Context: an optimization exercise on an open-source flow, tuned for small area and a short achievable clock period. The choices shown serve that exercise and are no tape-out recipe. Where RTL was checked, it was by simulation tests only, not by an equivalence proof against the original. No functional check of the RTL was part of run 2. No activity file was given, so power comes from the tool's default toggle rates.

$ cat flow/config.mk
export PLATFORM = sky130hd
export DESIGN_NAME = alu_top
export DESIGN_NICKNAME = alu_top
export VERILOG_FILES = /design/flow/design.v
export SDC_FILE = /design/flow/constraint.sdc
export NUM_CORES = 4
export LEC_CHECK = 0
export CAP_MARGIN = 20
export CORE_MARGIN = 2
export CORE_UTILIZATION = 40
export PLACE_DENSITY = 0.6
export SLEW_MARGIN = 20
$ cat flow/constraint.sdc
create_clock -name core_clock -period 7.0 [get_ports {clk}]
set_input_delay 1.4000 -clock core_clock [delete_from_list [all_inputs] [get_ports {clk}]]
set_output_delay 1.4000 -clock core_clock [all_outputs]
set_load 0.01 [all_outputs]
$ cat flow/design.v
`timescale 1ns / 1ps
module alu_top (
    input  logic        clk,
    input  logic [31:0] op1,
    input  logic [31:0] op2,
    input  logic [3:0]  alu_ctrl,
    output logic [31:0] alu_result,
    output logic        zero
    );
logic [31:0] op1_q;
logic [31:0] op2_q;
logic [3:0]  alu_ctrl_q;
logic [31:0] result_d;
logic        zero_d;
always_ff @(posedge clk)
begin
    op1_q      <= op1;
    op2_q      <= op2;
    alu_ctrl_q <= alu_ctrl;
    alu_result <= result_d;
    zero       <= zero_d;
end
alu computation (
    .op1(op1_q),
    .op2(op2_q),
    .alu_ctrl(alu_ctrl_q),
    .alu_result(result_d),
    .zero(zero_d)
    );
endmodule

`timescale 1ns / 1ps
module alu (
    input logic [31:0] op1,
    input logic [31:0] op2,
    input logic [3:0] alu_ctrl,
    output logic [31:0] alu_result,
    output logic zero
    );
logic [31:0]add_result;
logic [31:0]sub_result;
logic [31:0]and_result;
logic [31:0]or_result;
logic [31:0]xor_result;
logic [31:0]sll_result;
logic [31:0]srl_result;
logic [31:0]sra_result;
logic [31:0]slt_result;
logic [31:0]sltu_result;
assign add_result = op1 + op2 ;
assign sub_result = op1 - op2 ;
assign or_result  = op1 | op2 ; 
assign and_result = op1 & op2 ;
assign xor_result  = op1 ^ op2 ;
assign sll_result  = op1 << op2 ;
assign srl_result  = op1 >> op2 ;
assign sra_result  = $signed(op1) >>> op2 ;
assign slt_result  = ($signed(op1) < $signed(op2)) ? 1 : 0 ;
assign sltu_result  = (op1 < op2) ? 1 : 0 ;
always@(*)
begin
    case(alu_ctrl)
       4'b0000: alu_result = add_result ;
       4'b1000: alu_result = sub_result ;
       4'b0001: alu_result = sll_result ;
       4'b0010: alu_result = slt_result ;
       4'b0011: alu_result = sltu_result ;
       4'b0100: alu_result = xor_result ;
       4'b0101: alu_result = srl_result ;
       4'b1101: alu_result = sra_result ;
       4'b0110: alu_result = or_result ;
       4'b0111: alu_result = and_result ;
       default: alu_result = 32'b0 ;
    endcase
end
assign zero = (alu_result == 0)? 1 : 0 ;    
endmodule
$ cat flow/run.sh
#!/bin/bash
# synth_recipe.tcl (not shown) runs the flow's synth.tcl, then flattens the netlist and writes it again
# the make line also repeats each setting of config.mk as NAME=value (left out here)
make -C /OpenROAD-flow-scripts/flow DESIGN_CONFIG=/design/flow/config.mk WORK_HOME=/design/flow/orfs CLKGATE_MAP_FILE= SYNTH_SCRIPT=/design/flow/synth_recipe.tcl finish
==> results.txt, run 1 <==
----------------------------------------------------
[Place]
  Estimated wirelength of the detail-placed design ... 50600 um
  RD Place Congestion ... about 1.1
  Setup slack after placement ... 1.34 ns
  Port bufs ... 101

[Critical path]
  Kind of end point of the critical path ... flip-flop
  Slowest CP cell ... a211oi_1
  Buffers plus inverters on the worst setup path ... 1
  Slowest stage delay, CP ... approximately 0.74 ns
  Most prevalent standard cell on the critical path ... or4_1
  Critical path data required time ... 7.32 ns
  Critical path class ... flip-flop to flip-flop
  Crit path cell chain ... inv_2 -> ha_1 -> nor2_1 -> o221ai_1 -> a211oi_1 -> nor3_1 -> xnor2_1 -> o22ai_1 -> nand4b_1 -> or4b_2 -> or4_1 -> or4_1 -> or4b_1 -> nor3_2
  Crit path arrival time ... 6.30 ns
  Critical path's top delay family ... simple AND/OR/NAND/NOR gates
  Top fanout value on the critical path ... 36
  Worst setup SP type ... flip-flop

[Yosys]
  Area contributors post-synth ... dfxtp_1, ha_1, mux4_2
  Top cell type's share of synthesized area ... 0.164
  Cell area after synthesis ... 12300 sq um
  Yosys cell types ... 87
  Sequential cell area fraction in the yosys report ... 0.164
  Count of flip-flops with a built-in enable after synthesis ... 0
  Mapped Nets ... 1799
  Count of mapped cells out of synthesis ... 1631
  Post-synthesis cell type with the largest combined area ... dfxtp_1
  Share of synthesized flip-flops with an asynchronous set or reset ... 0
  Most common flop cell mapped by yosys ... dfxtp_1
  YS warnings ... 2
  Post-synthesis sequential element count ... just over 100
  Average cell area after synthesis ... 7.54 sq um

[Floorplan]
  Top-level I/O count ... a little over 100
  Core region area ... 30400 sq um
  Chip width ... 179 um
  Number of core rows ... 64
  Floorplan die area ... 32200 sq um
  Effective utilization at floorplan ... 0.404
  Die Span Y ... 179 um

[Timing]
  Transition time of the tightest slew-check pin ... approximately 1.1 ns
  Total negative slack for setup checks ... 0 ns
  Remaining max-slew budget at the tightest pin ... 0.240
  Post-route clock period utilization ... 0.854
  Number of failing setup endpoints in the final timing report ... 0
  Minimum clock period after layout ... 5.98 ns
  Clock Skew ... 0.0117 ns
  Top achievable clock speed ... 0.167 GHz
  Worst-case setup margin in the final layout ... ~1.0 ns
  Unrepaired setup endpoints after global routing ... no
  Final Hold Violating Endpoints ... 0
  Pins over their slew limit ... 0

[Routing]
  Detailed Route WL ... between 60000 and 70000 um
  Detailed-routing iteration count for the pre-antenna-repair pass ... 7
  DRC errors left ... 0
  Avg WL per Cell ... 31.1 um
  Number of nets with antenna violations after detailed routing ... 0
  Via count ... 14300
  Count of routing violations after the opening detailed-route iteration ... 2122
  Average vias per placed instance ... 6.94

[Layout]
  Leading cell type in the layout, fill and taps excluded ... nor2_1
  Final net count ... 1833
  Most frequent cells in the layout ... nor2_1, a21oi_1, nand2_1, clkdlybuf4s50_1, ha_1
  Fraction of layout cells with a size suffix above 1 ... 0.101
  Area growth, synth to finish ... 14.3%
  Filler cells ... 3153

[Global routing]
  Global router's overall resource usage ... 0.400
  Maximum number of pins on one net before global-route repair ... around 60
  Congestion Overflow GR ... 0
  Number of global-route vias before repair ... approximately 13000
  Initial antenna violation count ... 7
  Global-route wire length before repair ... 92300 um

[CTS]
  Total number of H-tree levels ... 3
  Clock tree from TritonCTS ... yes
  Clock latency reported for the late side of the worst-skew pair ... about 0.4 ns
  Cell at the root of the clock tree ... clkbuf_16
  Longest Clk Path Bufs ... 2
  Clock net sink count ... 101
  Resized cells post-CTS ... 0
  Number of buffers added to fix hold violations after cts ... 0
  Setup fix buffers added after clock tree synthesis ... 0
  CTS buffer count ... 9
  CTS clk-pin slew, worst paths ... 0.07 ns

[Power]
  Switching power share of the total ... 0.398
  Leak pwr ... between 5 and 6 nW
  Relative contribution of sequential cells to total power ... 0.316
  Comb pwr share ... 0.405
  Peak ir drop on the vdd network ... 0.000131 V
  Part of the power in the clock network ... 0.279
  Net Switching ... between 0.8 and 0.9 mW
  Int Pwr ... 1.33 mW
  Total power density per cell area ... 158 nW/um^2

[Run]
  MaxCap Viol Count ... 0

[Hold path]
  Hold crit path type ... flip-flop to flip-flop

[Status]
  Result of the run ... timing/DRC/antenna clean

----------------------------------------------------
-- power groups by stage --
stage	Sequential [mW]	Combinational, mW	Clock, mW
after floorplan	0.669	0.549	0
after global placement	0.711	0.863	0
after detailed placement	0.711	0.862	0
after CTS	0.698	0.866	0.625
after global routing	0.704	0.949	0.642
final	0.701	0.897	0.619
-- cell type report --
class	instances	area, sq um	area share
Sequential cell	101	2030	0.145
Clock inverter	5	105	0.00748
Tap cell	396	495	0.0353
Antenna cell	1	2.50	0.000178
Clock buffer	11	243	0.0173
Multi-Input combinational cell	1297	9360	0.666
Timing Repair Buffer	158	1450	0.103
Inverter	98	368	0.0262
-- tightest hold or removal path, cell delays in order (launching register included) --
cell     delay (ns)
dfxtp_1        0.34
or3_1          0.16
buf_4          0.28
o31ai_1        0.13
-- flip-flops by register name, summed over array words and instances (netlist names) --
| name | count |
|---|---|
| alu_result | 32 |
| op1_q | 32 |
| op2_q | 32 |
| alu_ctrl_q | 4 |
| zero | 1 |
-- cell families (layout without fill, tap and decap cells) --
kind of cell             Yosys count  count (layout)  synth area share
AO/OA/AOI/OAI                    555             555             0.304
XOR/XNOR                          21              21            0.0150
adder cells (fa/ha/maj)           99              99             0.102
buffers and inverters            233             272            0.0747
flip-flops                       101             101             0.164
multiplexers                     121             121             0.144
other                              0               1                 0
AND/OR/NAND/NOR                  501             501             0.195
-- final timing paths --
path | startpoint | endpoint | slack [ns] | cells after the start
worst max-delay path | op2_q[2]$_DFF_P_ | zero$_DFF_P_ | 1.02 | 14
worst min-delay path | alu_ctrl_q[2]$_DFF_P_ | alu_result[29]$_DFF_P_ | 0.97 | 3
worst max register to register | op2_q[2]$_DFF_P_ | zero$_DFF_P_ | 1.02 | 14
worst min register to register | alu_ctrl_q[2]$_DFF_P_ | alu_result[29]$_DFF_P_ | 0.97 | 3
-- per-stage QoR --
step,power (mW),hold WS [ns],std cells,util,instance area (sq um)
2_1_floorplan,1.22,0.675,1631,-,12300
3_3_place_gp,1.57,0.929,2049,0.450,13700
3_5_place_dp,1.57,0.931,2050,0.450,13700
4_1_cts,2.19,0.937,2066,0.462,14100
5_1_grt,2.29,0.981,2066,0.462,14100
6_report,2.22,0.972,2067,0.462,14100
-- synthesized netlist by cell type (7+ instances only) --
cell / instances
nor2_1: 157
a21oi_1: 133
nand2_1: 124
dfxtp_1: 101
ha_1: 97
clkbuf_1: 95
o21ai_0: 93
inv_1: 91
a211oi_1: 55
mux2i_1: 50
nor3_1: 50
mux4_2: 42
o211ai_1: 34
o22ai_1: 34
nand3_1: 32
a31oi_1: 22
buf_1: 21
mux2_2: 21
nor4_1: 19
xnor2_1: 18
and2_1: 15
buf_2: 14
nand2b_1: 14
nor2b_1: 14
or3_1: 14
o221ai_1: 13
nand4_1: 12
a211o_1: 11
a21o_1: 11
o21a_1: 11
o31ai_1: 11
o21bai_1: 10
or4_1: 10
a221oi_1: 9
and3_1: 9
o311ai_0: 9
a221o_1: 8
o2111ai_1: 8
mux2_1: 7
or2_2: 7
-- routing by layer --
layer	track usage	share of wire	vias up
li1	-	-	6197
met1	0.556	0.41	6976
met2	0.609	0.43	989
met3	0.0724	0.11	169
met4	0.167	0.043	4
met5	0	0.00042	-
==> inputs of run 2 (changes only) <==
==> flow/design.v (replaced) <==
`timescale 1ns / 1ps
module alu_top (
    input  logic        clk,
    input  logic [31:0] op1,
    input  logic [31:0] op2,
    input  logic [3:0]  alu_ctrl,
    output logic [31:0] alu_result,
    output logic        zero
    );
logic [31:0] op1_q;
logic [31:0] op2_q;
logic [3:0]  alu_ctrl_q;
logic [31:0] result_d;
logic        zero_d;
always_ff @(posedge clk)
begin
    op1_q      <= op1;
    op2_q      <= op2;
    alu_ctrl_q <= alu_ctrl;
    alu_result <= result_d;
    zero       <= zero_d;
end
alu computation (
    .op1(op1_q),
    .op2(op2_q),
    .alu_ctrl(alu_ctrl_q),
    .alu_result(result_d),
    .zero(zero_d)
    );
endmodule

`timescale 1ns / 1ps
module alu (
    input  logic [31:0] op1,
    input  logic [31:0] op2,
    input  logic [3:0]  alu_ctrl,
    output logic [31:0] alu_result,
    output logic        zero
    );
logic c3, c2, c1, c0;
assign {c3, c2, c1, c0} = alu_ctrl;
logic sel_add, sel_lt, sel_xor, sel_or, sel_and, sel_sr, sel_sll;
assign sel_add = ~c2 & ~c1 & ~c0;                
assign sel_sll = ~c3 & ~c2 & ~c1 &  c0;          
assign sel_lt  = ~c3 & ~c2 &  c1;                
assign sel_xor = ~c3 &  c2 & ~c1 & ~c0;          
assign sel_sr  =        c2 & ~c1 &  c0;          
assign sel_or  = ~c3 &  c2 &  c1 & ~c0;          
assign sel_and = ~c3 &  c2 &  c1 &  c0;          
logic        sub;
logic [31:0] bx;
logic [32:0] sum;
assign sub = c3 | (c1 & ~c2);                     
assign bx  = op2 ^ {32{sub}};
assign sum = {1'b0, op1} + {1'b0, bx} + {32'b0, sub};
logic lt;
assign lt = ~sum[32] ^ (~c0 & (op1[31] ^ op2[31]));
logic [31:0] a_rev, x, r, r_rev;
logic [4:0]  sh;
logic        big, fill;
always_comb for (int i = 0; i < 32; i++) a_rev[i] = op1[31-i];
assign x    = c2 ? op1 : a_rev;                   
assign sh   = op2[4:0];
assign big  = |op2[31:5];
assign fill = c3 & op1[31];                       
always_comb begin
    r = x;
    if (sh[0]) r = {{1{fill}},  r[31:1]};
    if (sh[1]) r = {{2{fill}},  r[31:2]};
    if (sh[2]) r = {{4{fill}},  r[31:4]};
    if (sh[3]) r = {{8{fill}},  r[31:8]};
    if (sh[4]) r = {{16{fill}}, r[31:16]};
    if (big)   r = {32{fill}};
end
always_comb for (int i = 0; i < 32; i++) r_rev[i] = r[31-i];
assign alu_result = ({32{sel_add}} & sum[31:0])
                  | ({32{sel_xor}} & (op1 ^ op2))
                  | ({32{sel_or}}  & (op1 | op2))
                  | ({32{sel_and}} & (op1 & op2))
                  | ({32{sel_sr}}  & r)
                  | ({32{sel_sll}} & r_rev)
                  | {31'b0, sel_lt & lt};
assign zero = ~|alu_result;
endmodule
==> run 2 against run 1 <==
Effect of this change: still clean; die area shrank 25%; clock power shrank 11%; via count shrank 37%; cell count shrank 32%; fmax grew 21%; synthesized cell count shrank 35%; sequential share of layout area grew 4.3 points; utilization grew 1.3 points; sequential power shrank 2.9%; register-to-register slack gained 1.0 ns; setup slack gained 1.0 ns; non-clock buffer count shrank 39; largest cell class unchanged; highest routed layer is now met4.
==> results.txt, run 2 <==
----------------------------------------------------
[Global routing]
  Number of global-route vias before repair ... 8411 (-36%)
  Global-route wire length before repair ... 55300 um (-40%)
  Global router's overall resource usage ... 0.306 (-0.0941)
  Congestion Overflow GR ... 0 (unchanged)
  Maximum number of pins on one net before global-route repair ... 51 (-16%)
  Initial antenna violation count ... 0 (-7)

[Yosys]
  Count of mapped cells out of synthesis ... 1061 (-35%)
  Sequential cell area fraction in the yosys report ... 0.219 (+0.0550)
  Average cell area after synthesis ... 8.69 sq um (+15%)
  Yosys cell types ... 80 (-8.0%)
  Cell with the most instances after synthesis ... ha_1
  Cell area after synthesis ... 9220 sq um (-25%)
  Ranking of synthesized cells by instance count ... ha_1, dfxtp_1, nor2_1, nand2_1, inv_1
  Most common flop cell mapped by yosys ... dfxtp_1
  Mapped Nets ... 1234 (-31%)
  Count of flip-flops with a built-in enable after synthesis ... 0 (unchanged)
  Share of synthesized flip-flops with an asynchronous set or reset ... 0 (unchanged)
  Post-synthesis cell type with the largest combined area ... dfxtp_1
  Post-synthesis sequential element count ... 101 (unchanged)
  Area contributors post-synth ... dfxtp_1, ha_1, mux4_2
  YS warnings ... 2 (unchanged)
  Top cell type's share of synthesized area ... 0.219 (+0.0550)

[Critical path]
  Worst setup SP type ... flip-flop
  Crit path cell chain ... nor2b_1 -> nor2_4 -> buf_4 -> xnor2_1 -> ha_1 -> a21oi_1 -> o21ai_0 -> nor3_1 -> xnor2_1 -> a221oi_1 -> nand3_1 -> or4_1 -> nor4_1 -> and4b_1 -> nand4_1 -> nor4b_2
  Most prevalent standard cell on the critical path ... xnor2_1
  Critical path class ... flip-flop to flip-flop
  Top fanout value on the critical path ... 19 (-47%)
  Critical path data required time ... 7.27 ns (-0.05 ns)
  Slowest stage delay, CP ... 0.59 ns (-0.15 ns)
  Slowest CP cell ... dfxtp_1
  Kind of end point of the critical path ... flip-flop
  Crit path arrival time ... 5.21 ns (-1.09 ns)

[Routing]
  Avg WL per Cell ... 26.0 um (-16%)
  Count of routing violations after the opening detailed-route iteration ... 1148 (-46%)
  Detailed Route WL ... 36800 um (-43%)
  DRC errors left ... 0 (unchanged)
  Via count ... 9053 (-37%)
  Average vias per placed instance ... 6.41 (-7.6%)
  Detailed-routing iteration count for the pre-antenna-repair pass ... 6 (-1)
  Number of nets with antenna violations after detailed routing ... 0 (unchanged)

[Floorplan]
  Chip width ... 156 um (-13%)
  Core region area ... 22600 sq um (-26%)
  Top-level I/O count ... 102 (unchanged)
  Effective utilization at floorplan ... 0.407 (+0.00293)
  Floorplan die area ... 24300 sq um (-25%)
  Die Span Y ... 156 um (-13%)
  Number of core rows ... 55 (-14%)

[Timing]
  Total negative slack for setup checks ... 0 ns (unchanged)
  Transition time of the tightest slew-check pin ... 1.05 ns (-0.0786 ns)
  Post-route clock period utilization ... 0.706 (-0.148)
  Top achievable clock speed ... 0.202 GHz (+21%)
  Unrepaired setup endpoints after global routing ... no
  Final Hold Violating Endpoints ... 0 (unchanged)
  Pins over their slew limit ... 0 (unchanged)
  Clock Skew ... 0.0192 ns (+0.00755 ns)
  Number of failing setup endpoints in the final timing report ... 0 (unchanged)
  Minimum clock period after layout ... 4.94 ns (-1.04 ns)
  Remaining max-slew budget at the tightest pin ... 0.299 (+0.0590)

[Status]
  Result of the run ... timing/DRC/antenna clean

[Layout]
  Fraction of layout cells with a size suffix above 1 ... 0.0940 (-0.00663)
  Number of antenna cells inserted ... 0 (-1)
  Area growth, synth to finish ... 16.7%
  Post-layout util ... 0.475 (+0.0132)
  Leading registers by flop count ... alu_result x32, op1_q x32, op2_q x32
  Final net count ... 1296 (-29%)
  Leading cell type in the layout, fill and taps excluded ... ha_1
  Filler cells ... 2207 (-30%)
  Most frequent cells in the layout ... ha_1, clkdlybuf4s50_1, dfxtp_1, nor2_1, nand2_1

[CTS]
  Number of buffers added to fix hold violations after cts ... 0 (unchanged)
  Clock latency reported for the late side of the worst-skew pair ... 0.37 ns (-0.02 ns)
  Clock net sink count ... 101 (unchanged)
  Cell at the root of the clock tree ... clkbuf_16
  CTS clk-pin slew, worst paths ... 0.08 ns (about the same)
  Longest Clk Path Bufs ... 2 (unchanged)
  Setup fix buffers added after clock tree synthesis ... 0 (unchanged)
  CTS buffer count ... 9 (unchanged)
  Total number of H-tree levels ... 3 (unchanged)
  Resized cells post-CTS ... 0 (unchanged)
  Clock tree from TritonCTS ... yes

[Power]
  Leak pwr ... 4.46 nW (-19%)
  Total power density per cell area ... 186 nW/um^2 (+18%)
  Peak ir drop on the vdd network ... 0.000132 V (+0.88%)

[Place]
  Port bufs ... 101 (unchanged)
  RD Place Congestion ... 0.989 (-9.0%)
  Estimated wirelength of the detail-placed design ... 28500 um (-44%)

[Hold path]
  Hold crit path type ... flip-flop to flip-flop

[Run]
  MaxCap Viol Count ... 0 (unchanged)

----------------------------------------------------
## run 2: cell count changes after synthesis, sizes merged, moves of 23 or more
cell / before / now
nor2: 157 / 73
mux2i: 50 / 27
a211oi: 55 / 16
clkbuf: 95 / 36
xnor2: 18 / 44
nor3: 51 / 19
o22ai: 34 / 6
nand2: 124 / 68
a21oi: 133 / 60
o21ai: 96 / 68
inv: 94 / 68
## run 2: through the flow
stage / hold WS, ns / setup slack (ns) / power, mW / cells / instance area [sq um]
final: 0.859 / 2.06 / 2.00 / 1413 / 10800
after global routing: 0.914 / 1.76 / 2.09 / 1413 / 10800
after CTS: 0.845 / 2.09 / 1.99 / 1413 / 10800
after detailed placement: 0.813 / 2.14 / 1.43 / 1397 / 10400
after global placement: 0.818 / 2.28 / 1.44 / 1397 / 10400
after floorplan: 0.663 / 2.86 / 1.15 / 1061 / 9220
## run 2: kinds of logic after synthesis
logic type | synth area share
AOI/OAI and AO/OA | 0.243
and+or+nand+nor | 0.136
buffers and inverters | 0.0620
adders and majority gates | 0.142
DFF | 0.219
muxes | 0.148
xor gates and xnor gates | 0.0494
## run 2: power by group
part / internal (mW) / switching, mW / leakage (nW) / total (mW)
combinational: 0.329 / 0.436 / 3.46 / 0.765
sequential: 0.619 / 0.0626 / 0.847 / 0.681
clock: 0.295 / 0.256 / 0.153 / 0.551
total: 1.24 / 0.755 / 4.46 / 2.00
## run 2: routing by layer
metal / up-vias / share of wire / global-route usage
li1: 4126 / - / -
met1: 4309 / 0.44 / 0.434
met2: 522 / 0.42 / 0.456
met3: 96 / 0.093 / 0.0608
met4: 0 / 0.047 / 0.122
met5: - / 0 / 0
## run 2: area by class of cell
type	instances	area, sq um	area share
Timing Repair Buffer	119	1150	0.107
Clock buffer	10	239	0.0222
Sequential cell	101	2020	0.188
Inverter	69	259	0.0241
Clock inverter	6	77.6	0.00721
Tap cell	285	357	0.0332
Multi-Input combinational cell	823	6650	0.619
## run 2: worst max-delay path: cells and delay by family, from the launching register on
kind / cells / cell delay (ns)
XOR/XNOR: 2 / 0.40
flip-flops: 1 / 0.59
AO/OA/AOI/OAI: 3 / 0.68
adder cells (fa/ha/maj): 1 / 0.31
buffers and inverters: 1 / 0.30
AND/OR/NAND/NOR: 9 / 2.56
## run 2: path summary, 6_finish.rpt
path | start | endpoint | slack [ns] | cells after the start
max | alu_ctrl_q[1]$_DFF_P_ | zero$_DFF_P_ | 2.06 | 16
min | op2_q[27]$_DFF_P_ | alu_result[27]$_DFF_P_ | 0.86 | 5
max reg2reg | alu_ctrl_q[1]$_DFF_P_ | zero$_DFF_P_ | 2.06 | 16
min reg2reg | op2_q[27]$_DFF_P_ | alu_result[27]$_DFF_P_ | 0.86 | 5

static timing again, ports no longer ideal:
The results above use ideal ports. As a check the final layouts listed here were re-extracted and re-timed, cells and wires unchanged. Step 1 (the two cells are an assumption about what drives the block):
set clk [get_ports {clk}]
set_driving_cell -lib_cell sky130_fd_sc_hd__clkbuf_16 $clk
set_driving_cell -lib_cell sky130_fd_sc_hd__buf_2 [delete_from_list [all_inputs] $clk]
Step 2 also shifts input and output timing later by t, the mid clock arrival at the registers, as if the neighbouring blocks saw the same clock. a / b / c = ideal / step 1 / step 2; a / b = the first two.
run | shift t [ns] | setup WS [ns] | hold slack, ns | worst setup path at the end
run 1 | 0.439 | 1.019 / 1.019 / 1.019 | 0.972 / 0.972 / 0.972 | register to register
run 2 | 0.404 | 2.057 / 2.057 / 2.057 | 0.859 / 0.859 / 0.859 | register to register
After both steps setup and hold are still met in every run listed.
